This is an optimization exercise on Yosys and OpenROAD, whose aim is small area, a short achievable clock period and few clock cycles, not a production implementation.
Function was checked by simulation only, so behaviour that the tests miss may differ from the original.

[flow/config.mk]
export PLATFORM = sky130hd
export DESIGN_NAME = fp4_fft
export DESIGN_NICKNAME = fp4_fft
export VERILOG_FILES = /design/flow/design.v
export SDC_FILE = /design/flow/constraint.sdc
export NUM_CORES = 4
export LEC_CHECK = 0
export ABC_AREA = 1
export CAP_MARGIN = 20
export CORE_MARGIN = 2
export CORE_UTILIZATION = 40
export CTS_BUF_LIST = sky130_fd_sc_hd__clkbuf_16
export CTS_CLUSTER_DIAMETER = 80
export CTS_CLUSTER_SIZE = 25
export SLEW_MARGIN = 20
export BUFFER_PORTS_ARGS = -buffer_cell sky130_fd_sc_hd__buf_4
export SETUP_SLACK_MARGIN = 15.2
[flow/constraint.sdc]
create_clock -name core_clock -period 20.0 [get_ports {clk}]
set_input_delay 4.0000 -clock core_clock [delete_from_list [all_inputs] [get_ports {clk}]]
set_output_delay 4.0000 -clock core_clock [all_outputs]
set_load 0.01 [all_outputs]
[flow/design.v]
module fp4_cmul_w(br, bi, widx, p_re, p_im);
  input [3:0] br;
  wire [3:0] br;
  input [3:0] bi;
  wire [3:0] bi;
  input [2:0] widx;
  wire [2:0] widx;
  output [3:0] p_re;
  wire [3:0] p_re;
  output [3:0] p_im;
  wire [3:0] p_im;
  wire _000_;
  wire _001_;
  wire _002_;
  wire _003_;
  wire _004_;
  wire _005_;
  wire _006_;
  wire _007_;
  wire _008_;
  wire _009_;
  wire _010_;
  wire _011_;
  wire _012_;
  wire _013_;
  wire _014_;
  wire _015_;
  wire _016_;
  wire _017_;
  wire _018_;
  wire _019_;
  wire _020_;
  wire _021_;
  wire _022_;
  wire _023_;
  wire _024_;
  wire _025_;
  wire _026_;
  wire _027_;
  wire _028_;
  wire _029_;
  wire _030_;
  wire _031_;
  wire _032_;
  wire _033_;
  wire _034_;
  wire _035_;
  wire _036_;
  wire _037_;
  wire _038_;
  wire _039_;
  wire _040_;
  wire _041_;
  wire _042_;
  wire _043_;
  wire _044_;
  wire _045_;
  wire _046_;
  wire _047_;
  wire _048_;
  wire _049_;
  wire _050_;
  wire _051_;
  wire _052_;
  wire _053_;
  wire _054_;
  wire _055_;
  wire _056_;
  wire _057_;
  wire _058_;
  wire _059_;
  wire _060_;
  wire _061_;
  wire _062_;
  wire _063_;
  wire _064_;
  wire _065_;
  wire _066_;
  wire _067_;
  wire _068_;
  wire _069_;
  wire _070_;
  wire _071_;
  wire _072_;
  wire _073_;
  wire _074_;
  wire _075_;
  wire _076_;
  wire _077_;
  wire _078_;
  wire _079_;
  wire _080_;
  wire _081_;
  wire _082_;
  wire _083_;
  wire _084_;
  wire _085_;
  wire _086_;
  wire _087_;
  wire _088_;
  wire _089_;
  wire _090_;
  wire _091_;
  wire _092_;
  wire _093_;
  wire _094_;
  wire _095_;
  wire _096_;
  wire _097_;
  wire _098_;
  wire _099_;
  wire _100_;
  wire _101_;
  wire _102_;
  wire _103_;
  wire _104_;
  wire _105_;
  wire _106_;
  wire _107_;
  wire _108_;
  wire _109_;
  wire _110_;
  wire _111_;
  wire _112_;
  wire _113_;
  wire _114_;
  wire _115_;
  wire _116_;
  wire _117_;
  wire _118_;
  wire _119_;
  wire _120_;
  wire _121_;
  wire _122_;
  wire _123_;
  wire _124_;
  wire _125_;
  wire _126_;
  wire _127_;
  wire _128_;
  wire _129_;
  wire _130_;
  wire _131_;
  wire _132_;
  wire _133_;
  wire _134_;
  wire _135_;
  wire _136_;
  wire _137_;
  wire _138_;
  wire _139_;
  wire _140_;
  wire _141_;
  wire _142_;
  wire _143_;
  wire _144_;
  wire _145_;
  wire _146_;
  wire _147_;
  wire _148_;
  wire _149_;
  wire _150_;
  wire _151_;
  wire _152_;
  wire _153_;
  wire _154_;
  wire _155_;
  wire _156_;
  wire _157_;
  wire _158_;
  wire _159_;
  wire _160_;
  wire _161_;
  wire _162_;
  wire _163_;
  wire _164_;
  wire _165_;
  wire _166_;
  wire _167_;
  wire _168_;
  wire _169_;
  wire _170_;
  wire _171_;
  wire _172_;
  wire _173_;
  wire _174_;
  wire _175_;
  wire _176_;
  wire _177_;
  wire _178_;
  wire _179_;
  wire _180_;
  wire _181_;
  wire _182_;
  wire _183_;
  wire _184_;
  wire _185_;
  wire _186_;
  wire _187_;
  wire _188_;
  wire _189_;
  wire _190_;
  wire _191_;
  wire _192_;
  wire _193_;
  wire _194_;
  wire _195_;
  wire _196_;
  wire _197_;
  wire _198_;
  wire _199_;
  wire _200_;
  wire _201_;
  wire _202_;
  wire _203_;
  wire _204_;
  wire _205_;
  wire _206_;
  wire _207_;
  wire _208_;
  wire _209_;
  wire _210_;
  wire _211_;
  wire _212_;
  wire _213_;
  wire _214_;
  wire _215_;
  wire _216_;
  wire _217_;
  wire _218_;
  wire _219_;
  wire _220_;
  wire _221_;
  wire _222_;
  wire _223_;
  wire _224_;
  wire _225_;
  wire _226_;
  wire _227_;
  wire _228_;
  wire _229_;
  wire _230_;
  wire _231_;
  wire _232_;
  wire _233_;
  wire _234_;
  wire _235_;
  wire _236_;
  wire _237_;
  wire _238_;
  wire _239_;
  wire _240_;
  wire _241_;
  wire _242_;
  wire _243_;
  wire _244_;
  wire _245_;
  wire _246_;
  wire _247_;
  wire _248_;
  wire _249_;
  wire _250_;
  wire _251_;
  wire _252_;
  wire _253_;
  wire _254_;
  wire _255_;
  wire _256_;
  wire _257_;
  wire _258_;
  wire _259_;
  wire _260_;
  wire _261_;
  wire _262_;
  wire _263_;
  wire _264_;
  wire _265_;
  wire _266_;
  wire _267_;
  wire _268_;
  wire _269_;
  wire _270_;
  wire _271_;
  wire _272_;
  wire _273_;
  wire _274_;
  wire _275_;
  wire _276_;
  wire _277_;
  wire _278_;
  wire _279_;
  wire _280_;
  wire _281_;
  wire _282_;
  wire _283_;
  wire _284_;
  wire _285_;
  wire _286_;
  wire _287_;
  wire _288_;
  wire _289_;
  wire _290_;
  wire _291_;
  wire _292_;
  wire _293_;
  wire _294_;
  wire _295_;
  wire _296_;
  wire _297_;
  wire _298_;
  wire _299_;
  wire [3:0] \a1.out ;
  wire [3:0] \a1.result ;
  wire [2:0] \a1.sig_l ;
  wire [2:0] \a1.sig_s ;
  wire [2:0] \a1.sig_s_unaligned ;
  wire \a1.sub ;
  wire [3:0] \m1.x ;
  wire [3:0] \m2.half ;
  wire [3:0] \m2.mhalf ;
  wire [3:0] \m2.x ;
  wire [3:0] \m3.half ;
  wire [3:0] \m3.x ;
  wire [3:0] \m4.half ;
  wire [3:0] \m4.x ;
  wire [3:0] \s1.out ;
  wire [3:0] \s1.result ;
  wire [2:0] \s1.sig_l ;
  wire [2:0] \s1.sig_s ;
  wire [2:0] \s1.sig_s_unaligned ;
  wire \s1.sub ;
  wire [2:0] \tw.idx ;
  assign _097_ = ~widx[2];
  assign _108_ = widx[1] & _097_;
  assign _119_ = _108_ & widx[0];
  assign _130_ = ~_119_;
  assign _141_ = ~widx[1];
  assign _152_ = _141_ & widx[2];
  assign _163_ = ~_152_;
  assign _174_ = _163_ & _130_;
  assign _183_ = ~widx[0];
  assign _194_ = _183_ & widx[1];
  assign _205_ = ~_194_;
  assign _216_ = _205_ & _174_;
  assign _226_ = _216_ & bi[1];
  assign _233_ = ~_226_;
  assign _234_ = _183_ & _141_;
  assign _235_ = ~_234_;
  assign _236_ = _235_ & bi[2];
  assign _237_ = ~_236_;
  assign _238_ = _237_ & _233_;
  assign _239_ = ~_238_;
  assign _240_ = _235_ & br[2];
  assign _241_ = ~_240_;
  assign _242_ = ~_174_;
  assign _243_ = _242_ & br[1];
  assign _244_ = ~_243_;
  assign _245_ = _244_ & _241_;
  assign _246_ = ~_245_;
  assign _247_ = _246_ & _239_;
  assign _248_ = ~_247_;
  assign _249_ = _235_ & br[1];
  assign _250_ = ~_249_;
  assign _251_ = _250_ & _174_;
  assign _252_ = ~_251_;
  assign _253_ = _252_ & br[2];
  assign _254_ = ~_253_;
  assign _255_ = ~_216_;
  assign _256_ = _235_ & bi[1];
  assign _257_ = ~_256_;
  assign _258_ = _257_ & _255_;
  assign _259_ = ~_258_;
  assign _260_ = _259_ & bi[2];
  assign _261_ = ~_260_;
  assign _262_ = _261_ & _254_;
  assign _263_ = _262_ & _248_;
  assign _264_ = ~_263_;
  assign _265_ = ~_262_;
  assign _266_ = _260_ & _253_;
  assign _267_ = ~_266_;
  assign _268_ = _267_ & _265_;
  assign _269_ = ~_268_;
  assign _270_ = _243_ & br[2];
  assign _271_ = ~_270_;
  assign _272_ = _216_ & bi[2];
  assign _273_ = _272_ & bi[1];
  assign _274_ = ~_273_;
  assign _275_ = _274_ & _271_;
  assign _276_ = _275_ & _269_;
  assign _277_ = ~_276_;
  assign _278_ = ~br[1];
  assign _279_ = _278_ & _183_;
  assign _280_ = ~_279_;
  assign _281_ = br[1] & widx[0];
  assign _282_ = ~_281_;
  assign _283_ = _282_ & bi[1];
  assign _284_ = _283_ & _280_;
  assign _285_ = ~_284_;
  assign _286_ = ~bi[1];
  assign _287_ = _281_ & _286_;
  assign _288_ = ~_287_;
  assign _289_ = _288_ & _285_;
  assign _290_ = _289_ & _247_;
  assign _291_ = ~_290_;
  assign _292_ = _242_ & br[0];
  assign _293_ = ~_292_;
  assign _294_ = _249_ & _245_;
  assign _295_ = ~_294_;
  assign _296_ = _295_ & _293_;
  assign _297_ = ~_296_;
  assign _298_ = _245_ & _238_;
  assign _299_ = _216_ & bi[0];
  assign _000_ = ~_299_;
  assign _001_ = _000_ & _257_;
  assign _002_ = ~_001_;
  assign _003_ = _002_ & _298_;
  assign _004_ = _003_ & _297_;
  assign _005_ = ~_004_;
  assign _006_ = _005_ & _291_;
  assign _007_ = ~_006_;
  assign _008_ = ~_272_;
  assign _009_ = _254_ & _239_;
  assign _010_ = ~_009_;
  assign _011_ = _010_ & _008_;
  assign _012_ = ~_011_;
  assign _013_ = _012_ & _000_;
  assign _014_ = ~_013_;
  assign _015_ = ~_003_;
  assign _016_ = _011_ & _015_;
  assign _017_ = _016_ & _296_;
  assign _018_ = ~_017_;
  assign _019_ = _018_ & _014_;
  assign _020_ = ~br[3];
  assign _021_ = _020_ & bi[3];
  assign _022_ = ~_021_;
  assign _023_ = ~bi[3];
  assign _024_ = br[3] & _023_;
  assign _025_ = ~_024_;
  assign _026_ = _025_ & _022_;
  assign _027_ = ~_026_;
  assign _028_ = _027_ & _019_;
  assign _029_ = ~_028_;
  assign _030_ = ~_019_;
  assign _031_ = _026_ & _030_;
  assign _032_ = ~_031_;
  assign _033_ = _032_ & _029_;
  assign _034_ = ~_033_;
  assign _035_ = _034_ & _007_;
  assign _036_ = ~_035_;
  assign _037_ = _036_ & _277_;
  assign _038_ = ~_037_;
  assign _039_ = _038_ & _247_;
  assign _040_ = ~_275_;
  assign _041_ = _026_ & _040_;
  assign _042_ = ~_041_;
  assign _043_ = _027_ & _275_;
  assign _044_ = ~_043_;
  assign _045_ = _044_ & _042_;
  assign _046_ = _045_ & _039_;
  assign _047_ = ~_046_;
  assign _048_ = _047_ & _264_;
  assign _049_ = ~_048_;
  assign _050_ = _030_ & _007_;
  assign _051_ = ~_050_;
  assign _052_ = _019_ & _006_;
  assign _053_ = ~_052_;
  assign _054_ = _053_ & _051_;
  assign _055_ = ~_054_;
  assign _056_ = _055_ & _298_;
  assign _057_ = ~_056_;
  assign _058_ = _057_ & _049_;
  assign p_im[2] = ~_058_;
  assign _059_ = _298_ & _262_;
  assign _060_ = _059_ & _036_;
  assign _061_ = ~_060_;
  assign _062_ = _061_ & _047_;
  assign _063_ = ~_062_;
  assign _064_ = _063_ & _054_;
  assign _065_ = ~_064_;
  assign _066_ = _262_ & _247_;
  assign _067_ = ~_066_;
  assign _068_ = _067_ & _065_;
  assign _069_ = _035_ & _040_;
  assign _070_ = ~_069_;
  assign _071_ = _037_ & _275_;
  assign _072_ = ~_071_;
  assign _073_ = _072_ & _070_;
  assign p_im[1] = _073_ & _068_;
  assign _074_ = ~_039_;
  assign _075_ = ~_059_;
  assign _076_ = _075_ & _055_;
  assign p_im[0] = _076_ & _074_;
  assign _077_ = _242_ & bi[1];
  assign _078_ = ~_077_;
  assign _079_ = _257_ & _174_;
  assign _080_ = _079_ & _236_;
  assign _081_ = ~_080_;
  assign _082_ = _081_ & _078_;
  assign _083_ = ~_082_;
  assign _084_ = _216_ & br[1];
  assign _085_ = ~_084_;
  assign _086_ = _085_ & _241_;
  assign _087_ = ~_086_;
  assign _088_ = ~_079_;
  assign _089_ = _088_ & bi[2];
  assign _090_ = ~_089_;
  assign _091_ = _090_ & _087_;
  assign _092_ = ~_091_;
  assign _093_ = _216_ & br[2];
  assign _094_ = ~_093_;
  assign _095_ = _094_ & _092_;
  assign _096_ = _095_ & _083_;
  assign _098_ = ~_096_;
  assign _099_ = ~_095_;
  assign _100_ = _250_ & _255_;
  assign _101_ = ~_100_;
  assign _102_ = _101_ & _085_;
  assign _103_ = ~_102_;
  assign _104_ = _103_ & _099_;
  assign _105_ = ~_104_;
  assign _106_ = _105_ & _098_;
  assign _107_ = _090_ & _082_;
  assign _109_ = _216_ & br[0];
  assign _110_ = ~_109_;
  assign _111_ = _086_ & _249_;
  assign _112_ = ~_111_;
  assign _113_ = _112_ & _110_;
  assign _114_ = ~_113_;
  assign _115_ = _087_ & _082_;
  assign _116_ = ~_289_;
  assign _117_ = _089_ & _116_;
  assign _118_ = _117_ & _115_;
  assign _120_ = ~_118_;
  assign _121_ = ~_115_;
  assign _122_ = _101_ & br[2];
  assign _123_ = ~_122_;
  assign _124_ = _123_ & _090_;
  assign _125_ = _124_ & _121_;
  assign _126_ = _125_ & _098_;
  assign _127_ = ~_126_;
  assign _128_ = _127_ & _120_;
  assign _129_ = ~_128_;
  assign _131_ = _129_ & _114_;
  assign _132_ = _242_ & bi[0];
  assign _133_ = ~_132_;
  assign _134_ = _107_ & _256_;
  assign _135_ = ~_134_;
  assign _136_ = _135_ & _133_;
  assign _137_ = ~_136_;
  assign _138_ = _137_ & _131_;
  assign _139_ = ~_138_;
  assign _140_ = _139_ & _107_;
  assign _142_ = ~_140_;
  assign _143_ = _142_ & _026_;
  assign _144_ = ~_143_;
  assign _145_ = ~_107_;
  assign _146_ = _087_ & _289_;
  assign _147_ = _146_ & _145_;
  assign _148_ = _113_ & _099_;
  assign _149_ = ~_148_;
  assign _150_ = ~_131_;
  assign _151_ = _150_ & _095_;
  assign _153_ = _151_ & _136_;
  assign _154_ = ~_153_;
  assign _155_ = _154_ & _149_;
  assign _156_ = _155_ & _147_;
  assign _157_ = ~_156_;
  assign _158_ = ~_147_;
  assign _159_ = ~_155_;
  assign _160_ = _159_ & _158_;
  assign _161_ = ~_160_;
  assign _162_ = _161_ & _157_;
  assign _164_ = _162_ & _139_;
  assign _165_ = ~_164_;
  assign _166_ = _165_ & _144_;
  assign _167_ = ~_166_;
  assign _168_ = _159_ & _026_;
  assign _169_ = ~_168_;
  assign _170_ = _169_ & _147_;
  assign _171_ = _170_ & _167_;
  assign _172_ = ~_171_;
  assign _173_ = _172_ & _128_;
  assign _175_ = ~_173_;
  assign _176_ = _175_ & _167_;
  assign _177_ = ~_176_;
  assign _178_ = _177_ & _106_;
  assign _179_ = ~_178_;
  assign _180_ = ~_106_;
  assign _181_ = _175_ & _180_;
  assign _182_ = ~_181_;
  assign p_re[1] = _182_ & _179_;
  assign p_re[0] = _173_ & _162_;
  assign _184_ = ~p_re[1];
  assign _185_ = ~_124_;
  assign _186_ = _144_ & _106_;
  assign _187_ = ~_186_;
  assign _188_ = _143_ & _180_;
  assign _189_ = ~_188_;
  assign _190_ = _189_ & _187_;
  assign _191_ = ~_190_;
  assign _192_ = _191_ & _175_;
  assign _193_ = ~_192_;
  assign _195_ = _193_ & _185_;
  assign _196_ = ~_195_;
  assign _197_ = _191_ & _124_;
  assign _198_ = _197_ & _176_;
  assign _199_ = ~_198_;
  assign _200_ = _199_ & _196_;
  assign _201_ = _200_ & _184_;
  assign _202_ = ~_201_;
  assign _203_ = ~_151_;
  assign _204_ = _203_ & _020_;
  assign _206_ = ~_204_;
  assign _207_ = _235_ & _023_;
  assign _208_ = ~_207_;
  assign _209_ = _234_ & bi[3];
  assign _210_ = ~_209_;
  assign _211_ = _210_ & _208_;
  assign _212_ = ~_211_;
  assign _213_ = _212_ & _151_;
  assign _214_ = ~_213_;
  assign _215_ = _214_ & _206_;
  assign p_re[3] = _215_ & _202_;
  assign _217_ = ~_068_;
  assign _218_ = _217_ & _058_;
  assign _219_ = ~_218_;
  assign _220_ = ~_016_;
  assign _221_ = _220_ & _023_;
  assign _222_ = ~_221_;
  assign _223_ = _235_ & br[3];
  assign _224_ = ~_223_;
  assign _225_ = _234_ & _020_;
  assign _227_ = ~_225_;
  assign _228_ = _227_ & _224_;
  assign _229_ = ~_228_;
  assign _230_ = _229_ & _016_;
  assign _231_ = ~_230_;
  assign _232_ = _231_ & _222_;
  assign p_im[3] = _232_ & _219_;
  assign p_re[2] = ~_200_;
  assign \s1.sub  = 1'h1;
  assign \s1.out  = p_re;
  assign \s1.sig_l [2] = 1'h0;
  assign \s1.sig_s_unaligned [2] = 1'h0;
  assign \s1.sig_s [2] = 1'h0;
  assign \s1.result  = p_re;
  assign \m4.x  = bi;
  assign \m4.half [2:0] = \m2.half [2:0];
  assign \m3.x  = br;
  assign \m3.half [3] = 1'hx;
  assign \a1.result  = p_im;
  assign \a1.sig_s [2] = 1'h0;
  assign \a1.sig_s_unaligned [2] = 1'h0;
  assign \m2.x  = bi;
  assign \m2.half [3] = 1'hx;
  assign \m2.mhalf [2:0] = \m2.half [2:0];
  assign \a1.sig_l [2] = 1'h0;
  assign \m1.x  = br;
  assign \tw.idx  = widx;
  assign \a1.out  = p_im;
  assign \a1.sub  = 1'h0;
endmodule
module fp4_cmul_w2(br, bi, w, p_re, p_im);
  input [3:0] br;
  wire [3:0] br;
  input [3:0] bi;
  wire [3:0] bi;
  input [1:0] w;
  wire [1:0] w;
  output [3:0] p_re;
  wire [3:0] p_re;
  output [3:0] p_im;
  wire [3:0] p_im;
  wire _000_;
  wire _001_;
  wire _002_;
  wire _003_;
  wire _004_;
  wire _005_;
  wire _006_;
  wire _007_;
  wire _008_;
  wire _009_;
  wire _010_;
  wire _011_;
  wire _012_;
  wire _013_;
  wire _014_;
  wire _015_;
  wire _016_;
  wire _017_;
  wire _018_;
  wire _019_;
  wire _020_;
  wire _021_;
  wire _022_;
  wire _023_;
  wire _024_;
  wire _025_;
  wire _026_;
  wire _027_;
  wire _028_;
  wire _029_;
  wire _030_;
  wire _031_;
  wire _032_;
  wire _033_;
  wire _034_;
  wire _035_;
  wire _036_;
  wire _037_;
  wire _038_;
  wire _039_;
  wire _040_;
  wire _041_;
  wire _042_;
  wire _043_;
  wire _044_;
  wire _045_;
  wire _046_;
  wire _047_;
  wire _048_;
  wire _049_;
  wire _050_;
  wire _051_;
  wire _052_;
  wire _053_;
  wire _054_;
  wire _055_;
  wire _056_;
  wire _057_;
  wire _058_;
  wire _059_;
  wire _060_;
  wire _061_;
  wire _062_;
  wire _063_;
  wire _064_;
  wire _065_;
  wire _066_;
  wire _067_;
  wire _068_;
  wire _069_;
  wire _070_;
  wire _071_;
  wire _072_;
  wire _073_;
  wire _074_;
  wire _075_;
  wire _076_;
  wire _077_;
  wire _078_;
  wire _079_;
  wire _080_;
  wire _081_;
  wire _082_;
  wire _083_;
  wire _084_;
  wire _085_;
  wire _086_;
  wire _087_;
  wire _088_;
  wire _089_;
  wire _090_;
  wire _091_;
  wire _092_;
  wire _093_;
  wire _094_;
  wire _095_;
  wire _096_;
  wire _097_;
  wire _098_;
  wire _099_;
  wire _100_;
  wire _101_;
  wire _102_;
  wire _103_;
  wire _104_;
  wire _105_;
  wire _106_;
  wire _107_;
  wire _108_;
  wire _109_;
  wire _110_;
  wire _111_;
  wire _112_;
  wire _113_;
  wire _114_;
  wire _115_;
  wire _116_;
  wire _117_;
  wire _118_;
  wire _119_;
  wire _120_;
  wire _121_;
  wire _122_;
  wire _123_;
  wire _124_;
  wire _125_;
  wire _126_;
  wire _127_;
  wire _128_;
  wire _129_;
  wire _130_;
  wire _131_;
  wire _132_;
  wire _133_;
  wire _134_;
  wire _135_;
  wire _136_;
  wire _137_;
  wire _138_;
  wire _139_;
  wire _140_;
  wire _141_;
  wire _142_;
  wire _143_;
  wire _144_;
  wire _145_;
  wire _146_;
  wire _147_;
  wire _148_;
  wire _149_;
  wire _150_;
  wire [3:0] \u.a1.out ;
  wire [3:0] \u.a1.result ;
  wire [2:0] \u.a1.sig_l ;
  wire [2:0] \u.a1.sig_s ;
  wire [2:0] \u.a1.sig_s_unaligned ;
  wire \u.a1.sub ;
  wire [3:0] \u.bi ;
  wire [3:0] \u.br ;
  wire [3:0] \u.m1.x ;
  wire [3:0] \u.m2.half ;
  wire [3:0] \u.m2.mhalf ;
  wire [3:0] \u.m2.x ;
  wire [3:0] \u.m3.half ;
  wire [3:0] \u.m3.x ;
  wire [3:0] \u.m4.half ;
  wire [3:0] \u.m4.x ;
  wire [3:0] \u.p_im ;
  wire [3:0] \u.p_re ;
  wire [3:0] \u.s1.out ;
  wire [3:0] \u.s1.result ;
  wire [2:0] \u.s1.sig_l ;
  wire [2:0] \u.s1.sig_s ;
  wire [2:0] \u.s1.sig_s_unaligned ;
  wire \u.s1.sub ;
  wire [2:0] \u.tw.idx ;
  wire [2:0] \u.widx ;
  assign _072_ = ~bi[2];
  assign _073_ = _072_ & br[2];
  assign _074_ = br[1] & w[0];
  assign _075_ = _074_ & _073_;
  assign _076_ = ~_075_;
  assign _077_ = ~br[2];
  assign _078_ = bi[2] & _077_;
  assign _079_ = bi[1] & w[0];
  assign _080_ = _079_ & _078_;
  assign _081_ = ~_080_;
  assign _082_ = _081_ & _076_;
  assign _083_ = ~w[0];
  assign _084_ = ~w[1];
  assign _085_ = _084_ & _083_;
  assign _086_ = ~_085_;
  assign _087_ = _086_ & _072_;
  assign _088_ = ~_087_;
  assign _089_ = w[1] & _083_;
  assign _090_ = ~_089_;
  assign _091_ = _090_ & _077_;
  assign _092_ = ~_091_;
  assign _093_ = _092_ & _088_;
  assign _094_ = ~_093_;
  assign _095_ = _094_ & _082_;
  assign _096_ = ~_095_;
  assign _097_ = ~_073_;
  assign _098_ = ~_078_;
  assign _099_ = _098_ & _097_;
  assign _100_ = ~bi[3];
  assign _101_ = _100_ & br[3];
  assign _102_ = ~_101_;
  assign _103_ = ~br[3];
  assign _104_ = bi[3] & _103_;
  assign _105_ = ~_104_;
  assign _106_ = _105_ & _102_;
  assign _107_ = ~_106_;
  assign _108_ = _107_ & _099_;
  assign _109_ = _108_ & w[0];
  assign _110_ = ~_109_;
  assign _111_ = _110_ & _096_;
  assign _112_ = ~_111_;
  assign _113_ = ~_108_;
  assign _114_ = _113_ & w[0];
  assign _115_ = bi[1] & br[1];
  assign _116_ = ~_115_;
  assign _117_ = _116_ & _099_;
  assign _118_ = ~_117_;
  assign _119_ = _118_ & _114_;
  assign _120_ = ~_119_;
  assign _121_ = _085_ & br[1];
  assign _122_ = ~_121_;
  assign _123_ = _089_ & bi[1];
  assign _124_ = ~_123_;
  assign _125_ = _124_ & _122_;
  assign _126_ = _125_ & _120_;
  assign _127_ = ~_074_;
  assign _128_ = ~_079_;
  assign _129_ = _128_ & _127_;
  assign _130_ = ~_129_;
  assign _131_ = _130_ & _117_;
  assign _132_ = ~_131_;
  assign _133_ = _085_ & br[0];
  assign _134_ = ~_133_;
  assign _135_ = _089_ & bi[0];
  assign _136_ = ~_135_;
  assign _137_ = _136_ & _134_;
  assign _138_ = _137_ & _132_;
  assign _139_ = ~_138_;
  assign _140_ = _139_ & _095_;
  assign _141_ = _140_ & _126_;
  assign _142_ = ~_141_;
  assign _143_ = _142_ & _112_;
  assign p_re[2] = ~_143_;
  assign _144_ = _139_ & _112_;
  assign _145_ = ~_144_;
  assign _146_ = ~_126_;
  assign _147_ = _146_ & _082_;
  assign _148_ = ~_147_;
  assign _149_ = _148_ & _145_;
  assign p_re[1] = ~_149_;
  assign _150_ = _126_ & _112_;
  assign _000_ = ~_150_;
  assign p_re[0] = _000_ & _139_;
  assign _001_ = ~_114_;
  assign _002_ = _072_ & _084_;
  assign _003_ = ~_002_;
  assign _004_ = _077_ & w[1];
  assign _005_ = ~_004_;
  assign _006_ = _005_ & _003_;
  assign _007_ = _006_ & _001_;
  assign _008_ = ~_007_;
  assign _009_ = _008_ & _082_;
  assign _010_ = _089_ & br[0];
  assign _011_ = ~_010_;
  assign _012_ = _085_ & bi[0];
  assign _013_ = ~_012_;
  assign _014_ = _013_ & _011_;
  assign _015_ = _014_ & _132_;
  assign _016_ = ~_015_;
  assign _017_ = ~br[1];
  assign _018_ = _086_ & _017_;
  assign _019_ = ~_018_;
  assign _020_ = ~bi[1];
  assign _021_ = _090_ & _020_;
  assign _022_ = ~_021_;
  assign _023_ = _022_ & _019_;
  assign _024_ = ~_023_;
  assign _025_ = bi[2] & br[2];
  assign _026_ = ~_025_;
  assign _027_ = _026_ & _024_;
  assign _028_ = _027_ & _016_;
  assign _029_ = ~_028_;
  assign _030_ = _029_ & _009_;
  assign p_im[2] = ~_030_;
  assign _031_ = ~_099_;
  assign _032_ = _031_ & w[0];
  assign _033_ = ~_032_;
  assign _034_ = _033_ & _015_;
  assign _035_ = ~_034_;
  assign _036_ = _035_ & _009_;
  assign _037_ = ~_036_;
  assign _038_ = _023_ & _001_;
  assign _039_ = ~_038_;
  assign _040_ = _039_ & _037_;
  assign p_im[1] = ~_040_;
  assign _041_ = _024_ & _009_;
  assign _042_ = ~_041_;
  assign p_im[0] = _042_ & _016_;
  assign _043_ = _033_ & _128_;
  assign _044_ = ~_043_;
  assign _045_ = _044_ & _097_;
  assign _046_ = ~_045_;
  assign _047_ = _046_ & _103_;
  assign _048_ = ~_047_;
  assign _049_ = _048_ & _090_;
  assign _050_ = ~_049_;
  assign _051_ = _089_ & _100_;
  assign _052_ = ~_051_;
  assign _053_ = _052_ & _050_;
  assign _054_ = ~_053_;
  assign _055_ = _045_ & _100_;
  assign _056_ = ~_055_;
  assign _057_ = _150_ & _138_;
  assign _058_ = ~_057_;
  assign _059_ = _058_ & _056_;
  assign p_re[3] = _059_ & _054_;
  assign _060_ = _046_ & _086_;
  assign _061_ = ~_060_;
  assign _062_ = _061_ & bi[3];
  assign _063_ = ~_062_;
  assign _064_ = _103_ & _083_;
  assign _065_ = ~_064_;
  assign _066_ = _065_ & _050_;
  assign _067_ = ~_066_;
  assign _068_ = _067_ & _063_;
  assign _069_ = ~_068_;
  assign _070_ = _040_ & _009_;
  assign _071_ = ~_070_;
  assign p_im[3] = _071_ & _069_;
  assign \u.s1.sig_l [2] = 1'h0;
  assign \u.s1.sig_s_unaligned [2] = 1'h0;
  assign \u.s1.sig_s [2] = 1'h0;
  assign \u.m2.x  = bi;
  assign \u.m2.half [3] = 1'hx;
  assign \u.m2.mhalf [2:0] = \u.m2.half [2:0];
  assign \u.s1.result  = p_re;
  assign \u.m3.half [3] = 1'hx;
  assign \u.m3.x  = br;
  assign \u.s1.out  = p_re;
  assign \u.m1.x  = br;
  assign \u.s1.sub  = 1'h1;
  assign \u.m4.half [2:0] = \u.m2.half [2:0];
  assign \u.m4.x  = bi;
  assign \u.tw.idx  = { w, 1'h0 };
  assign \u.p_im  = p_im;
  assign \u.p_re  = p_re;
  assign \u.widx  = { w, 1'h0 };
  assign \u.bi  = bi;
  assign \u.br  = br;
  assign \u.a1.result  = p_im;
  assign \u.a1.sig_s [2] = 1'h0;
  assign \u.a1.sig_s_unaligned [2] = 1'h0;
  assign \u.a1.sig_l [2] = 1'h0;
  assign \u.a1.out  = p_im;
  assign \u.a1.sub  = 1'h0;
endmodule
module fp4_addsub2(a, p, x, y);
  input [3:0] a;
  wire [3:0] a;
  input [3:0] p;
  wire [3:0] p;
  output [3:0] x;
  wire [3:0] x;
  output [3:0] y;
  wire [3:0] y;
  wire _000_;
  wire _001_;
  wire _002_;
  wire _003_;
  wire _004_;
  wire _005_;
  wire _006_;
  wire _007_;
  wire _008_;
  wire _009_;
  wire _010_;
  wire _011_;
  wire _012_;
  wire _013_;
  wire _014_;
  wire _015_;
  wire _016_;
  wire _017_;
  wire _018_;
  wire _019_;
  wire _020_;
  wire _021_;
  wire _022_;
  wire _023_;
  wire _024_;
  wire _025_;
  wire _026_;
  wire _027_;
  wire _028_;
  wire _029_;
  wire _030_;
  wire _031_;
  wire _032_;
  wire _033_;
  wire _034_;
  wire _035_;
  wire _036_;
  wire _037_;
  wire _038_;
  wire _039_;
  wire _040_;
  wire _041_;
  wire _042_;
  wire _043_;
  wire _044_;
  wire _045_;
  wire _046_;
  wire _047_;
  wire _048_;
  wire _049_;
  wire _050_;
  wire _051_;
  wire _052_;
  wire _053_;
  wire _054_;
  wire _055_;
  wire _056_;
  wire _057_;
  wire _058_;
  wire _059_;
  wire _060_;
  wire _061_;
  wire _062_;
  wire _063_;
  wire _064_;
  wire _065_;
  wire _066_;
  wire _067_;
  wire _068_;
  wire _069_;
  wire _070_;
  wire _071_;
  wire _072_;
  wire _073_;
  wire _074_;
  wire _075_;
  wire _076_;
  wire _077_;
  wire _078_;
  wire _079_;
  wire _080_;
  wire _081_;
  wire _082_;
  wire _083_;
  wire _084_;
  wire _085_;
  wire _086_;
  wire _087_;
  wire _088_;
  wire _089_;
  wire _090_;
  wire _091_;
  wire _092_;
  wire _093_;
  wire _094_;
  wire _095_;
  wire _096_;
  wire _097_;
  wire _098_;
  wire _099_;
  wire _100_;
  wire _101_;
  wire _102_;
  wire _103_;
  wire _104_;
  wire _105_;
  wire _106_;
  wire _107_;
  wire _108_;
  wire _109_;
  wire _110_;
  wire _111_;
  wire _112_;
  wire _113_;
  wire _114_;
  wire _115_;
  wire _116_;
  wire _117_;
  wire _118_;
  wire _119_;
  wire _120_;
  wire _121_;
  wire _122_;
  wire _123_;
  wire _124_;
  wire _125_;
  wire _126_;
  wire _127_;
  wire _128_;
  wire _129_;
  wire _130_;
  wire _131_;
  wire _132_;
  wire _133_;
  wire _134_;
  wire _135_;
  wire _136_;
  wire _137_;
  wire _138_;
  wire _139_;
  wire _140_;
  wire _141_;
  wire _142_;
  wire _143_;
  wire _144_;
  wire _145_;
  wire _146_;
  wire _147_;
  wire _148_;
  wire _149_;
  wire _150_;
  wire _151_;
  wire _152_;
  wire [2:0] \u_d.x ;
  wire [2:0] \u_d.y ;
  wire [2:0] \u_s.x ;
  wire [2:0] \u_s.y ;
  wire [2:0] xm;
  wire [2:0] ym;
  assign _064_ = ~a[0];
  assign _072_ = a[1] & p[1];
  assign _073_ = ~_072_;
  assign _074_ = ~p[1];
  assign _075_ = ~a[1];
  assign _076_ = _075_ & _074_;
  assign _077_ = ~_076_;
  assign _078_ = _077_ & _073_;
  assign _079_ = ~_078_;
  assign _080_ = _079_ & a[2];
  assign _081_ = ~_080_;
  assign _082_ = ~p[2];
  assign _083_ = a[1] & _082_;
  assign _084_ = ~_083_;
  assign _085_ = _084_ & _081_;
  assign _086_ = ~_085_;
  assign _087_ = _086_ & _064_;
  assign _088_ = ~_087_;
  assign _089_ = ~p[0];
  assign _090_ = _089_ & _074_;
  assign _091_ = ~_090_;
  assign _092_ = _074_ & _082_;
  assign _093_ = ~_092_;
  assign _094_ = _093_ & _091_;
  assign _095_ = ~_094_;
  assign _096_ = a[2] & _082_;
  assign _097_ = ~_096_;
  assign _098_ = _097_ & _075_;
  assign _099_ = _098_ & _095_;
  assign _100_ = ~_099_;
  assign _101_ = p[0] & p[1];
  assign _102_ = ~_101_;
  assign _103_ = a[1] & a[0];
  assign _104_ = ~_103_;
  assign _105_ = _104_ & _102_;
  assign _106_ = ~_105_;
  assign _107_ = a[2] & p[2];
  assign _108_ = _107_ & _106_;
  assign _109_ = ~_108_;
  assign _110_ = ~a[2];
  assign _111_ = _110_ & p[1];
  assign _112_ = _111_ & _089_;
  assign _113_ = ~_112_;
  assign _114_ = _113_ & _109_;
  assign _115_ = _114_ & _100_;
  assign _116_ = _115_ & _088_;
  assign _117_ = _091_ & _110_;
  assign _118_ = ~_117_;
  assign _119_ = a[0] & _082_;
  assign _120_ = ~_119_;
  assign _121_ = ~_107_;
  assign _122_ = _121_ & _084_;
  assign _123_ = _122_ & _120_;
  assign _124_ = _123_ & _118_;
  assign _125_ = ~_124_;
  assign _126_ = _110_ & _082_;
  assign _127_ = ~_126_;
  assign _128_ = _127_ & _121_;
  assign _129_ = _127_ & _072_;
  assign _130_ = ~_129_;
  assign _131_ = _110_ & _075_;
  assign _132_ = ~_131_;
  assign _133_ = _132_ & _093_;
  assign _134_ = _133_ & _130_;
  assign _135_ = _134_ & _128_;
  assign _136_ = _135_ & _125_;
  assign _137_ = ~_136_;
  assign _138_ = _137_ & _116_;
  assign _139_ = ~p[3];
  assign _140_ = ~a[3];
  assign _141_ = _140_ & _139_;
  assign _142_ = ~_141_;
  assign _143_ = a[3] & p[3];
  assign _144_ = ~_143_;
  assign _145_ = _144_ & _142_;
  assign _146_ = ~_145_;
  assign _147_ = _146_ & _134_;
  assign _148_ = ~_147_;
  assign y[0] = _148_ & _138_;
  assign _149_ = ~_128_;
  assign _150_ = _149_ & _073_;
  assign _151_ = ~_150_;
  assign _152_ = _128_ & _077_;
  assign _000_ = ~_152_;
  assign _001_ = _000_ & _151_;
  assign _002_ = ~_001_;
  assign _003_ = _125_ & _109_;
  assign _004_ = _003_ & _002_;
  assign _005_ = _004_ & _145_;
  assign _006_ = ~_005_;
  assign _007_ = _116_ & _107_;
  assign _008_ = ~_007_;
  assign _009_ = p[0] & a[0];
  assign _010_ = ~_009_;
  assign _011_ = _089_ & _064_;
  assign _012_ = ~_011_;
  assign _013_ = _012_ & _010_;
  assign _014_ = ~_013_;
  assign _015_ = _149_ & _079_;
  assign _016_ = _015_ & _014_;
  assign _017_ = ~_016_;
  assign _018_ = _017_ & _002_;
  assign _019_ = _018_ & _137_;
  assign _020_ = _019_ & _008_;
  assign _021_ = _020_ & _146_;
  assign _022_ = ~_021_;
  assign _023_ = _022_ & _006_;
  assign y[1] = ~_023_;
  assign _024_ = _145_ & _134_;
  assign _025_ = ~_024_;
  assign x[0] = _025_ & _138_;
  assign _026_ = ~_004_;
  assign _027_ = _026_ & _146_;
  assign _028_ = ~_027_;
  assign _029_ = ~_020_;
  assign _030_ = _029_ & _145_;
  assign _031_ = ~_030_;
  assign x[1] = _031_ & _028_;
  assign _032_ = _127_ & _125_;
  assign _033_ = ~_032_;
  assign _034_ = _033_ & _077_;
  assign _035_ = ~_034_;
  assign _036_ = _107_ & _076_;
  assign _037_ = ~_036_;
  assign _038_ = _037_ & _017_;
  assign _039_ = _038_ & _035_;
  assign _040_ = ~_039_;
  assign _041_ = _040_ & _025_;
  assign _042_ = ~_041_;
  assign _043_ = _145_ & _108_;
  assign _044_ = ~_043_;
  assign y[2] = _044_ & _042_;
  assign _045_ = ~y[2];
  assign _046_ = _045_ & _023_;
  assign _047_ = ~_046_;
  assign _048_ = _091_ & _075_;
  assign _049_ = ~_048_;
  assign _050_ = _149_ & _102_;
  assign _051_ = _050_ & _049_;
  assign _052_ = ~_051_;
  assign _053_ = _052_ & _097_;
  assign _054_ = ~_053_;
  assign _055_ = _054_ & _140_;
  assign _056_ = ~_055_;
  assign _057_ = _053_ & p[3];
  assign _058_ = ~_057_;
  assign _059_ = _058_ & _056_;
  assign y[3] = _059_ & _047_;
  assign _060_ = _040_ & _148_;
  assign _061_ = ~_060_;
  assign _062_ = _146_ & _108_;
  assign _063_ = ~_062_;
  assign x[2] = _063_ & _061_;
  assign _065_ = ~x[1];
  assign _066_ = ~x[2];
  assign _067_ = _066_ & _065_;
  assign _068_ = ~_067_;
  assign _069_ = _053_ & _139_;
  assign _070_ = ~_069_;
  assign _071_ = _070_ & _056_;
  assign x[3] = _071_ & _068_;
  assign \u_s.y  = p[2:0];
  assign \u_s.x  = a[2:0];
  assign \u_d.y  = p[2:0];
  assign \u_d.x  = a[2:0];
  assign ym = y[2:0];
  assign xm = x[2:0];
endmodule
module fp4_butterfly(
    input [7:0] A,
    input [7:0] B,
    input [2:0] widx,
    output [7:0] X,
    output [7:0] Y
);
    wire [3:0] p_re, p_im;
    fp4_cmul_w cm (.br(B[7:4]), .bi(B[3:0]), .widx(widx), .p_re(p_re), .p_im(p_im));
    fp4_addsub2 xr (.a(A[7:4]), .p(p_re), .x(X[7:4]), .y(Y[7:4]));
    fp4_addsub2 xi (.a(A[3:0]), .p(p_im), .x(X[3:0]), .y(Y[3:0]));
endmodule
module fp4_butterfly_w2(
    input [7:0] A,
    input [7:0] B,
    input [1:0] w,
    output [7:0] X,
    output [7:0] Y
);
    wire [3:0] p_re, p_im;
    fp4_cmul_w2 cm (.br(B[7:4]), .bi(B[3:0]), .w(w), .p_re(p_re), .p_im(p_im));
    fp4_addsub2 xr (.a(A[7:4]), .p(p_re), .x(X[7:4]), .y(Y[7:4]));
    fp4_addsub2 xi (.a(A[3:0]), .p(p_im), .x(X[3:0]), .y(Y[3:0]));
endmodule
module fp4_z(
    input [3:0] x,
    output [3:0] y
);
    wire sub = (x[2:1] == 2'b00);
    assign y = {x[3] & (x[2:0] != 3'b000), x[2] | (sub & x[0]), x[1] | (sub & x[0]), x[0] & ~sub};
endmodule
module fp4_butterfly_w0(
    input [7:0] A,
    input [7:0] B,
    output [7:0] X,
    output [7:0] Y
);
    wire [3:0] p_re, p_im;
    fp4_z zr (.x(B[7:4]), .y(p_re));
    fp4_z zi (.x(B[3:0]), .y(p_im));
    fp4_addsub2 xr (.a(A[7:4]), .p(p_re), .x(X[7:4]), .y(Y[7:4]));
    fp4_addsub2 xi (.a(A[3:0]), .p(p_im), .x(X[3:0]), .y(Y[3:0]));
endmodule
module fp4_butterfly_w08(
    input [7:0] A,
    input [7:0] B,
    input w8,
    output [7:0] X,
    output [7:0] Y
);
    wire [3:0] zr, zi;
    fp4_z u_r (.x(B[7:4]), .y(zr));
    fp4_z u_i (.x(B[3:0]), .y(zi));
    wire [3:0] p_re = w8 ? {zi[3] ^ (zi != 4'h0), zi[2:0]} : zr;
    wire [3:0] p_im = w8 ? zr : zi;
    fp4_addsub2 xr (.a(A[7:4]), .p(p_re), .x(X[7:4]), .y(Y[7:4]));
    fp4_addsub2 xi (.a(A[3:0]), .p(p_im), .x(X[3:0]), .y(Y[3:0]));
endmodule
module sdf_stage #(
    parameter D = 8
)(
    input wire clk,
    input wire en,
    input wire phase,
    input wire [7:0] s_in,
    input wire [7:0] X,
    input wire [7:0] Y,
    output wire [7:0] A,
    output wire [7:0] s_out
);
    reg [8*D-1:0] dl;  
    assign A = dl[8*D-1 -: 8];
    generate
        if (D == 1) begin : g1
            always @(posedge clk)
                if (en) dl <= phase ? Y : s_in;
        end else begin : gn
            always @(posedge clk)
                if (en) dl <= {dl[8*(D-1)-1:0], phase ? Y : s_in};
        end
    endgenerate
    assign s_out = phase ? X : A;
endmodule
module fp4_fft #(
    parameter MAX_N = 32,
    parameter ADDR_WIDTH = $clog2(MAX_N)
)(
    input wire clk,
    input wire rst,
    input wire start,
    input wire [ADDR_WIDTH-1:0] N,  
    output reg done,
    output reg error,
    input wire [7:0] data_in,  
    input wire data_in_valid,  
    output reg [7:0] data_out,  
    output reg data_out_valid,  
    output reg fft_ready  
);
    reg n16, n8;
    always @(posedge clk) begin
        n16 <= (N == 5'd16);
        n8 <= (N == 5'd8);
    end
    wire [3:0] mask = n16 ? 4'hf : n8 ? 4'h7 : 4'h3;
    function [14:0] stage_ctl;
        input [3:0] x;
        input m16, m8;
        reg [3:0] l0, l1, l2, l3, l4, l5, cm, r;
        reg hi4;
        begin
            l0 = x - 4'd1;
            l1 = x - 4'd9;
            l2 = x - 4'd14;
            l3 = x - 4'd1;
            l4 = x - 4'd2;
            l5 = x - 4'd9;
            hi4 = m16 ? l4[3] : m8 ? l4[2] : l4[1];
            cm = x & (m16 ? 4'hf : m8 ? 4'h7 : 4'h3);
            r = m16 ? 4'd11 : m8 ? 4'd7 : 4'd1;
            stage_ctl[14] = m16 & l0[3];
            stage_ctl[13] = (m16 | m8) & l1[2];
            stage_ctl[12] = l2[1];
            stage_ctl[11] = l3[0];
            stage_ctl[10] = m16 & l1[3];
            stage_ctl[9:8] = m16 ? {l2[2], l2[3]} : m8 ? {l2[2], 1'b0} : 2'b00;
            stage_ctl[7:5] = m16 ? {l3[1], l3[2], l3[3]} : m8 ? {l3[1], l3[2], 1'b0} : {l3[1], 2'b00};
            stage_ctl[4] = hi4 & ~l4[0];
            stage_ctl[3] = m16 & l5[2] & ~l5[1];
            stage_ctl[2] = (cm >= r);
            stage_ctl[1] = (cm == r - 4'd1);
            stage_ctl[0] = 1'b0;
        end
    endfunction
    reg in_frame;  
    reg [3:0] c;  
    reg [5:0] fv;  
    reg en;  
    reg [14:0] ctl;  
    wire start_now = data_in_valid & ~in_frame & fft_ready;
    wire adv = in_frame ? data_in_valid : 1'b1;
    wire [3:0] cur = start_now ? 4'd0 : c;
    wire last = in_frame & data_in_valid & ((c & mask) == mask);
    wire wrap = adv & ((cur & mask) == mask);
    wire in_frame_n = start_now | (in_frame & ~last);
    wire [3:0] c_n = adv ? cur + 4'd1 : c;
    wire last_slot = ((c & mask) == mask);
    wire wrap_next = (((c + 4'd1) & mask) == 4'd0);
    wire [14:0] ctl_inc = stage_ctl(c + 4'd1, n16, n8);
    wire [14:0] ctl_one = stage_ctl(4'd1, N == 5'd16, N == 5'd8);
    always @(posedge clk)
        ctl <= ~adv ? ctl : start_now ? ctl_one : ctl_inc;
    wire ph8 = ctl[14], ph4 = ctl[13], ph2 = ctl[12], ph1 = ctl[11];
    wire k4 = ctl[10];
    wire [1:0] k2 = ctl[9:8];
    wire [2:0] k1 = ctl[7:5];
    wire cond1 = ctl[4], cond2 = ctl[3];
    wire out_v = n16 ? (ctl[2] ? fv[0] : fv[1]) : n8 ? (ctl[2] ? fv[1] : fv[2]) : (ctl[2] ? fv[4] : fv[5]);
    wire [5:0] keep = n16 ? 6'b000011 : n8 ? 6'b000111 : 6'b111111;
    always @(posedge clk or negedge rst) begin
        if (!rst) begin
            in_frame <= 1'b0;
            c <= 4'hf;  
            fv <= 6'b000000;
            en <= 1'b0;
        end else begin
            in_frame <= in_frame_n;
            c <= c_n;
            en <= adv;
            if (wrap)
                fv <= {fv[4:0], in_frame} & keep;
            else if (en & ctl[1]) begin
                if (n16) fv[1] <= 1'b0;
                else if (n8) fv[2] <= 1'b0;
                else fv[5] <= 1'b0;
            end
        end
    end
    reg [7:0] in_reg, o4, o2;
    wire [7:0] s8, s4, s2, s1;
    wire [7:0] a8, a4, a2, a1, x8, y8, x4, y4, x2, y2, x1, y1;
    wire [7:0] b4 = s8;
    wire [7:0] b2 = o4;
    fp4_butterfly_w0 bf8 (.A(a8), .B(in_reg), .X(x8), .Y(y8));
    fp4_butterfly_w08 bf4 (.A(a4), .B(b4), .w8(k4), .X(x4), .Y(y4));
    fp4_butterfly_w2 bf2 (.A(a2), .B(b2), .w(k2), .X(x2), .Y(y2));
    fp4_butterfly bf1 (.A(a1), .B(o2), .widx(k1), .X(x1), .Y(y1));
    sdf_stage #(.D(8)) st8 (.clk(clk), .en(en), .phase(ph8), .s_in(in_reg),
                            .X(x8), .Y(y8), .A(a8), .s_out(s8));
    sdf_stage #(.D(4)) st4 (.clk(clk), .en(en), .phase(ph4), .s_in(b4),
                            .X(x4), .Y(y4), .A(a4), .s_out(s4));
    sdf_stage #(.D(2)) st2 (.clk(clk), .en(en), .phase(ph2), .s_in(b2),
                            .X(x2), .Y(y2), .A(a2), .s_out(s2));
    sdf_stage #(.D(1)) st1 (.clk(clk), .en(en), .phase(ph1), .s_in(o2),
                            .X(x1), .Y(y1), .A(a1), .s_out(s1));
    reg [55:0] rv1;
    reg [15:0] rv2;
    wire [7:0] tap1 = n16 ? rv1[55:48] : n8 ? rv1[23:16] : rv1[7:0];
    wire [7:0] q1 = cond1 ? s1 : tap1;
    wire [7:0] q2 = cond2 ? q1 : rv2[15:8];
    always @(posedge clk) begin
        in_reg <= data_in;
        data_out <= q2;
    end
    always @(posedge clk) begin
        fft_ready <= in_frame ? (data_in_valid & last_slot) : (~(data_in_valid & fft_ready) & wrap_next);
        done <= last;
        error <= start & ((N == 5'd0) | ((N & (N - 5'd1)) != 5'd0));
        data_out_valid <= en & out_v;
    end
    always @(posedge clk) begin
        if (en) begin
            o4 <= s4;
            o2 <= s2;
            rv1 <= {rv1[47:0], cond1 ? tap1 : s1};
            rv2 <= {rv2[7:0], cond2 ? rv2[15:8] : q1};
        end
    end
endmodule
[flow/flow/run.sh]
#!/bin/bash
set -e
echo "export BUFFER_PORTS_ARGS = -buffer_cell sky130_fd_sc_hd__buf_4" >> "$FLOW_CONFIG"
echo "export SETUP_SLACK_MARGIN = 15.2" >> "$FLOW_CONFIG"
bash standard.sh > standard_flow.log 2>&1
[flow/standard.sh]
#!/bin/bash
# synth_recipe.tcl (not shown) runs the flow's synth.tcl, then flattens the netlist and writes it again
# the make line also repeats each setting of config.mk as NAME=value (left out here)
make -C /OpenROAD-flow-scripts/flow DESIGN_CONFIG=/design/flow/config.mk WORK_HOME=/design/flow/orfs CLKGATE_MAP_FILE= SYNTH_SCRIPT=/design/flow/synth_recipe.tcl "${@:-finish}"
==> results of run 1 <==
## layout make-up
| cell class | instances | area, µm² |
|---|---|---|
| clock buffers | 15 | 375 |
| clock inverters | 9 | 70.1 |
| fillers | 3179 | 18600 |
| inverters | 204 | 774 |
| multi-input cells | 1003 | 5490 |
| flip-flops and latches | 255 | 7400 |
| well taps | 448 | 561 |
| repair buffers | 38 | 330 |
## cells in the final DEF, fill, tap and decap left out, types with 8 or more instances in the layout
| master | synthesis | routed |
|---|---|---|
| a21oi_1 | 62 | 62 |
| a22o_1 | 9 | 9 |
| buf_4 | 0 | 26 |
| buf_6 | 3 | 12 |
| clkbuf_16 | 0 | 15 |
| dfxtp_1 | 22 | 12 |
| dfxtp_2 | 0 | 9 |
| edfxtp_1 | 221 | 221 |
| ha_1 | 51 | 50 |
| inv_1 | 184 | 186 |
| inv_2 | 14 | 15 |
| nand2_1 | 366 | 364 |
| nand2_2 | 32 | 33 |
| nand2_4 | 8 | 8 |
| nand3_1 | 64 | 64 |
| nand3_2 | 12 | 12 |
| nand4_1 | 10 | 10 |
| nor2_1 | 106 | 103 |
| nor3_1 | 13 | 12 |
| o211ai_1 | 15 | 15 |
| o21ai_0 | 106 | 104 |
| o21ai_1 | 25 | 27 |
| o21ai_2 | 12 | 12 |
| o22ai_1 | 16 | 16 |
| xor2_1 | 10 | 10 |
## worst max path at each step
stage,from,end,cells past startpoint
final,fft_ready$_DFF_P_,fft_ready,1
after global routing,fft_ready$_DFF_P_,fft_ready,1
after global placement,data_in_valid,fv[5]$_DFFE_PN0P_,7
after CTS,fft_ready$_DFF_P_,fft_ready,1
after detailed placement,data_in_valid,fv[3]$_DFFE_PN0P_,6
after floorplan,data_in_valid,fv[1]$_DFFE_PN0P_,9
## through the flow
step,area (µm²),util,instances,setup slack [ns]
4_1_cts,15000,0.445,1969,15.03
3_5_place_dp,14400,0.429,1942,14.58
2_1_floorplan,13800,-,1482,14.96
3_3_place_gp,14400,0.429,1942,14.67
5_1_grt,15000,0.446,1972,15.01
6_report,15000,0.446,1972,15.05
## what timing repair did
action / CTS / global route
pin swaps: 1 / 2
gates resized for setup: 20 / 7
setup buffers: 3 / 3
setup endpoints to repair: 15 / 20
## routing by layer
| layer | track usage | routed length (µm) | vias to the layer above |
|---|---|---|---|
| li1 | - | - | 5106 |
| met1 | 0.212 | 13300 | 4604 |
| met2 | 0.258 | 12800 | 139 |
| met3 | 0.0178 | 825 | 39 |
| met4 | 0.0424 | 682 | 0 |
| met5 | 0 | 0 | - |
## worst reg2reg max path, cell delays in order (launching register included)
cell        delay (ns)
edfxtp_1          0.34
buf_4             0.35
clkinvlp_4        0.25
nand2_2           0.13
nand3_4           0.12
nor2_1            0.19
a31oi_1           0.07
ha_1              0.30
or2_2             0.30
nand2_2           0.08
nand3b_2          0.09
nand2_2           0.09
nand2_4           0.07
inv_4             0.09
ha_1              0.27
or2_2             0.31
nor3_1            0.25
or2_0             0.17
a21oi_2           0.05
nand3_2           0.09
nand3_1           0.08
o21ai_2           0.12
nand2_1           0.10
nand3_1           0.09
nand2_1           0.06
## kinds of logic (layout without fill, tap and decap cells)
group	count (synthesis)	count (layout)	synth area share
xor+xnor	17	17	0.0122
flops	255	255	0.538
mux	2	2	0.00146
fa+ha+maj	51	51	0.0465
compound gates	291	291	0.126
simple gates	642	642	0.210
buf+inv	224	266	0.0654
==> impl_metrics.ini, run 1 <==
[run_status]
outcome = complete, no violations

[global_routing]
grt_pass1_wl_mm = 45.6
grt_max_degree = 74
antenna_found_initial = 0
gr-usage-all-layers = 0.154
grt_pass1_vias = 9304
grt_overflow = 0

[flow_run]
maxCapViolCount = 0

[sta]
worst_slew_pin_slew_ns = 0.905
fmax_mhz = 202
grt_setup_unrepaired = yes
setup_tns_ns = 0
relSlewSlack = 0.395
setup_viol = 0
finClkSkew_ns = 0.0170
fin_crit_sh = 0.247
holdWs_ns = 0.411
hold_viol = 0
period_needed_ns = 4.95
drv_slew = 0

[drt]
wl_per_cell_um = 14.0
firstDrtPassIters = 5
ant_nets = 0
drt_iter0_drc = 625
drt_wl_total_mm = 27.6
routed_via_density = 5.01
route.detailed.drc = 0
vias = 9888

[cells_and_area]
num_antenna_cells = 0
largestRegisters = st8.dl: 64 flops, rv1: 56 flops, st4.dl: 32 flops
drive_gt1_frac = 0.120
fin_nets = 1585
area_growth_pct = 9.37
regMostFlops = st8.dl
largest_reg_flops = 64

[yosys]
syn_inst = 1482
ys_seq_area_frac = 0.538
syn_nets = 1550
synthArstFlopShare = 0.0471
yosysTopAreaCellShare = 0.484
synth_seq_cells = 255
syn_area_mm2 = 0.0137
ys_top_cells_by_count = nand2_1 (366), edfxtp_1 (221), inv_1 (184), nor2_1 (106), o21ai_0 (106)
yosysMostFrequentCell = nand2_1
synth_top_cell_by_area = edfxtp_1
ys_types = 67
syn_avg_cell_area_um2 = 9.26
yosys_warnings = 5
synth-edff-count = 221
ys.flop_type = edfxtp_1
netlist_top_cells_area = edfxtp_1 (48%), nand2_1 (10%), inv_1 (5.0%), ha_1 (4.7%), o21ai_0 (3.9%)

[clocking]
clk_pin_slew_ns = 0.10
cts_tree = built
cts_inserted_buffers = 15
h-tree-depth = 1
hold_buffers = 0
cts-root-buf = clkbuf_16
clkLatencyLatePin_ns = 0.49
cts_buffer_depth = 3
cts_sinks = 255

[placement]
port_buffers = 28
dp_hpwl_mm = 19.6
globalplace.congestion = 0.867

[setup_path]
crit_family = flip-flops
worst-path-buf-inv = 1
r2r_slack_ns = 15.72
cpMaxStageDelayCell = dfxtp_4
setup.worst_path.class = flop to output pin
cp_max_fo = 2
crit_path_start_kind = flop
endpoint_kind = output pin
cp_cell_sequence = buf_6
timing.rr.end = rv2[1]$_DFFE_PP_
max_stage_delay_ns = 0.35
cp_data_arrival_time_ns = 0.95
rr_worst_depth = 24
r2r-start = ctl[5]$_SDFFCE_PP0P_
cp.required_ns = 16.00

[floorplan]
start_util = 0.408
rows = 67
die_area_mm2 = 0.0358
ios = 29
die-height_um = 189
fp.dieW_um = 189
core_mm2 = 0.0336

[worst_hold_path]
min_path_cells = 0
hold_path_class = flop to flop
hold_path_end = st4.dl[14]$_DFFE_PP_
min_from = st4.dl[6]$_DFFE_PP_

[power_and_ir_drop]
Testbench counts, summed over its fixed seeds: cycles 5,344.
==> run 2, diff against run 1 <==
==> flow/flow/run.sh (replaced) <==
#!/bin/bash
set -e
echo "export BUFFER_PORTS_ARGS = -buffer_cell sky130_fd_sc_hd__buf_4" >> "$FLOW_CONFIG"
echo "export SETUP_SLACK_MARGIN = 15" >> "$FLOW_CONFIG"
bash standard.sh > standard_flow.log 2>&1
--- a/flow/config.mk
+++ b/flow/config.mk
@@ -5,7 +5,6 @@
 export SDC_FILE = /design/flow/constraint.sdc
 export NUM_CORES = 4
 export LEC_CHECK = 0
-export ABC_AREA = 1
 export CAP_MARGIN = 20
 export CORE_MARGIN = 2
 export CORE_UTILIZATION = 40
@@ -14,4 +13,4 @@
 export CTS_CLUSTER_SIZE = 25
 export SLEW_MARGIN = 20
 export BUFFER_PORTS_ARGS = -buffer_cell sky130_fd_sc_hd__buf_4
-export SETUP_SLACK_MARGIN = 15.2
+export SETUP_SLACK_MARGIN = 15
==> run 2 against run 1 <==
  * Still clean on timing, DRC and antenna
  * Register-to-register slack worse by 0.44 ns
  * First-iteration DRC count up 37%
  * Highest routed layer unchanged
==> impl_metrics.ini, run 2 <==
[yosys]
yosysTopAreaCellShare = 0.445
yosys_warnings = 5
ys_top_cells_by_count = edfxtp_1 (221), nor2_1 (108), nand2_1 (101), inv_1 (80), a21oi_1 (70)
syn_avg_cell_area_um2 = 10.6
synth_seq_cells = 255
ys_seq_area_frac = 0.495
netlist_top_cells_area = edfxtp_1 (45%), ha_1 (4.3%), dfxtp_1 (3.0%), mux2i_1 (2.9%), nor2_1 (2.7%)
ys.flop_type = edfxtp_1
synthArstFlopShare = 0.0471
syn_nets = 1475
synth_top_cell_by_area = edfxtp_1
ys_types = 101
syn_area_mm2 = 0.0149
yosysMostFrequentCell = edfxtp_1
syn_inst = 1407
synth-edff-count = 221

[drt]
met1Wirelength_mm = 15.9
dr.max_layer_used = met4
drt_wl_total_mm = 32.5
firstDrtPassIters = 5
routed_via_density = 5.78
wl_per_cell_um = 16.9
ant_nets = 0
drt_iter0_drc = 859
vias = 11100
dr_wl_met3_mm = 1.35
route.detailed.drc = 0
wl_met2_mm = 14.7

[sta]
hold_viol = 0
holdWs_ns = 0.412
fmax_mhz = 201
setup_tns_ns = 0
grt_setup_unrepaired = yes
finClkSkew_ns = 0.0428
drv_slew = 0
worst_slew_pin_slew_ns = 1.06
setup_viol = 0
relSlewSlack = 0.293
period_needed_ns = 4.98
fin_crit_sh = 0.249

[global_routing]
grt_overflow = 0
gr-usage-all-layers = 0.164
antenna_found_initial = 0
grt_pass1_vias = 10300
grt_pass1_wl_mm = 52.8
grt_max_degree = 86

[floorplan]
die_area_mm2 = 0.0388
ios = 29
rows = 70
die-height_um = 197
start_util = 0.406
fp.dieW_um = 197
core_mm2 = 0.0367

[setup_path]
r2r_slack_ns = 15.28
crit_path_start_kind = flop
endpoint = data_out[3]
crit_family = flip-flops
endpoint_kind = output pin
setup.worst_path.class = flop to output pin
cp.depth = 1
worstSetupStartpoint = data_out[3]$_DFF_P_
cp_max_fo = 1
worst-path-buf-inv = 1
cpMaxStageDelayCell = dfxtp_2
max_stage_delay_ns = 0.33
cp_data_arrival_time_ns = 0.98
cp.required_ns = 16.00
cp_cell_sequence = buf_6
r2r-start = o2[5]$_DFFE_PP_
timing.rr.end = rv2[4]$_DFFE_PP_
rr_worst_depth = 16

[clocking]
clkLatencyLatePin_ns = 0.54
cts-root-buf = clkbuf_16
h-tree-depth = 1
hold_buffers = 0
clk_pin_slew_ns = 0.09
cts_buffer_depth = 3
cts_tree = built
cts_inserted_buffers = 18
cts_sinks = 255

[cells_and_area]
mostFrequentLayoutCell = edfxtp_1
largest_reg_flops = 64
area_growth_pct = 11.1
regMostFlops = st8.dl
final_cell_mix = edfxtp_1 (221), nor2_1 (107), nand2_1 (100)
drive_gt1_frac = 0.137
fin_nets = 1505
num_antenna_cells = 0
largestRegisters = st8.dl: 64 flops, rv1: 56 flops, st4.dl: 32 flops
fillers = 3380

[placement]
globalplace.congestion = 0.859
dp_hpwl_mm = 22.2
port_buffers = 28

[worst_hold_path]
hold_path_class = flop to flop

[flow_run]
maxCapViolCount = 0

[run_status]
outcome = complete, no violations
-- run 2: changes by cell type in the layout (fill, tap and decap cells not counted), moves of 22 or more --
cell     delta
buf_4      +22
mux2i_1    +41
o21ai_0    -35
nand3_1    -25
inv_1     -104
nand2_1   -264
a21o_1     +24
nand2_2    -31
-- run 2: kinds of logic after synthesis --
logic type	after synthesis	share of synthesized area
buf+inv	136	0.0369
fa+ha+maj	56	0.0462
xor+xnor	36	0.0211
simple gates	422	0.143
flops	255	0.495
mux	67	0.0482
compound gates	435	0.210
-- run 2: timing repair --
| item | 4_1_cts | 5_1_grt |
|---|---|---|
| buffers inserted | 2 | 25 |
| cloned | 0 | 1 |
| setup endpoints to repair | 18 | 39 |
| resized for setup | 21 | 27 |
| pin swaps | 0 | 4 |
-- run 2: final cells by class --
| class | instances | area [µm²] | share of cell area |
|---|---|---|---|
| clock inverters | 14 | 173 | 0.0104 |
| multi-input cells | 1017 | 7100 | 0.429 |
| well taps | 468 | 586 | 0.0354 |
| flip-flops and latches | 255 | 7400 | 0.447 |
| inverters | 83 | 314 | 0.0190 |
| repair buffers | 62 | 532 | 0.0321 |
| clock buffers | 18 | 450 | 0.0272 |
-- run 2: per-layer routing --
metal  vias up  track usage
met3        42       0.0207
met2       243        0.261
li1       5457            -
met1      5347        0.238
met4         0       0.0412
met5         -            0
-- run 2: how the worst min path moves through the flow --
stage                         start                   end  slack [ns]  depth (start not counted)
2_1_floorplan      rv1[8]$_DFFE_PP_     rv1[16]$_DFFE_PP_        0.40                          0
3_3_place_gp    st4.dl[0]$_DFFE_PP_   st4.dl[8]$_DFFE_PP_        0.40                          0
5_1_grt           rv1[44]$_DFFE_PP_     rv1[52]$_DFFE_PP_        0.42                          0
4_1_cts           rv1[12]$_DFFE_PP_     rv1[20]$_DFFE_PP_        0.42                          0
6_report          rv1[44]$_DFFE_PP_     rv1[52]$_DFFE_PP_        0.41                          0
3_5_place_dp   st4.dl[12]$_DFFE_PP_  st4.dl[20]$_DFFE_PP_        0.40                          0
-- run 2: metrics by stage --
step	std cells	setup WS [ns]	cell area [µm²]	utilization
floorplan	1407	14.68	15000	-
global placement	1856	14.15	15600	0.424
detailed placement	1856	14.13	15600	0.424
CTS	1890	15.00	16200	0.443
global route	1917	14.99	16600	0.451
finish	1917	15.02	16600	0.451

==> port drivers added, routing unchanged <==
In the flow no input, the clock included, has a driving cell. The finished layouts below were timed again as built, in two steps.
Step 1, drivers: a clkbuf_16 drives clk and a buf_2 each remaining input, both assumed.
Step 2, shift: input delay + t, output delay - t, t = (earliest + latest rising clock arrival at the registers) / 2. This alone moves slack from input paths to output paths.
Slacks: ideal / step 1 / step 2; pairs: ideal / step 1.
run	t (ns)	slack for setup (ns)	hold slack, ns
run 1	0.536	15.053 / 15.003 / 14.752	0.411 / 0.411 / 0.411
run 2	0.569	15.020 / 14.968 / 14.537	0.412 / 0.412 / 0.412
After both steps every run listed still meets setup and hold. The setup slack of run 2, which loses most, moves by -0.052 ns with the drivers and by -0.483 ns with both steps.
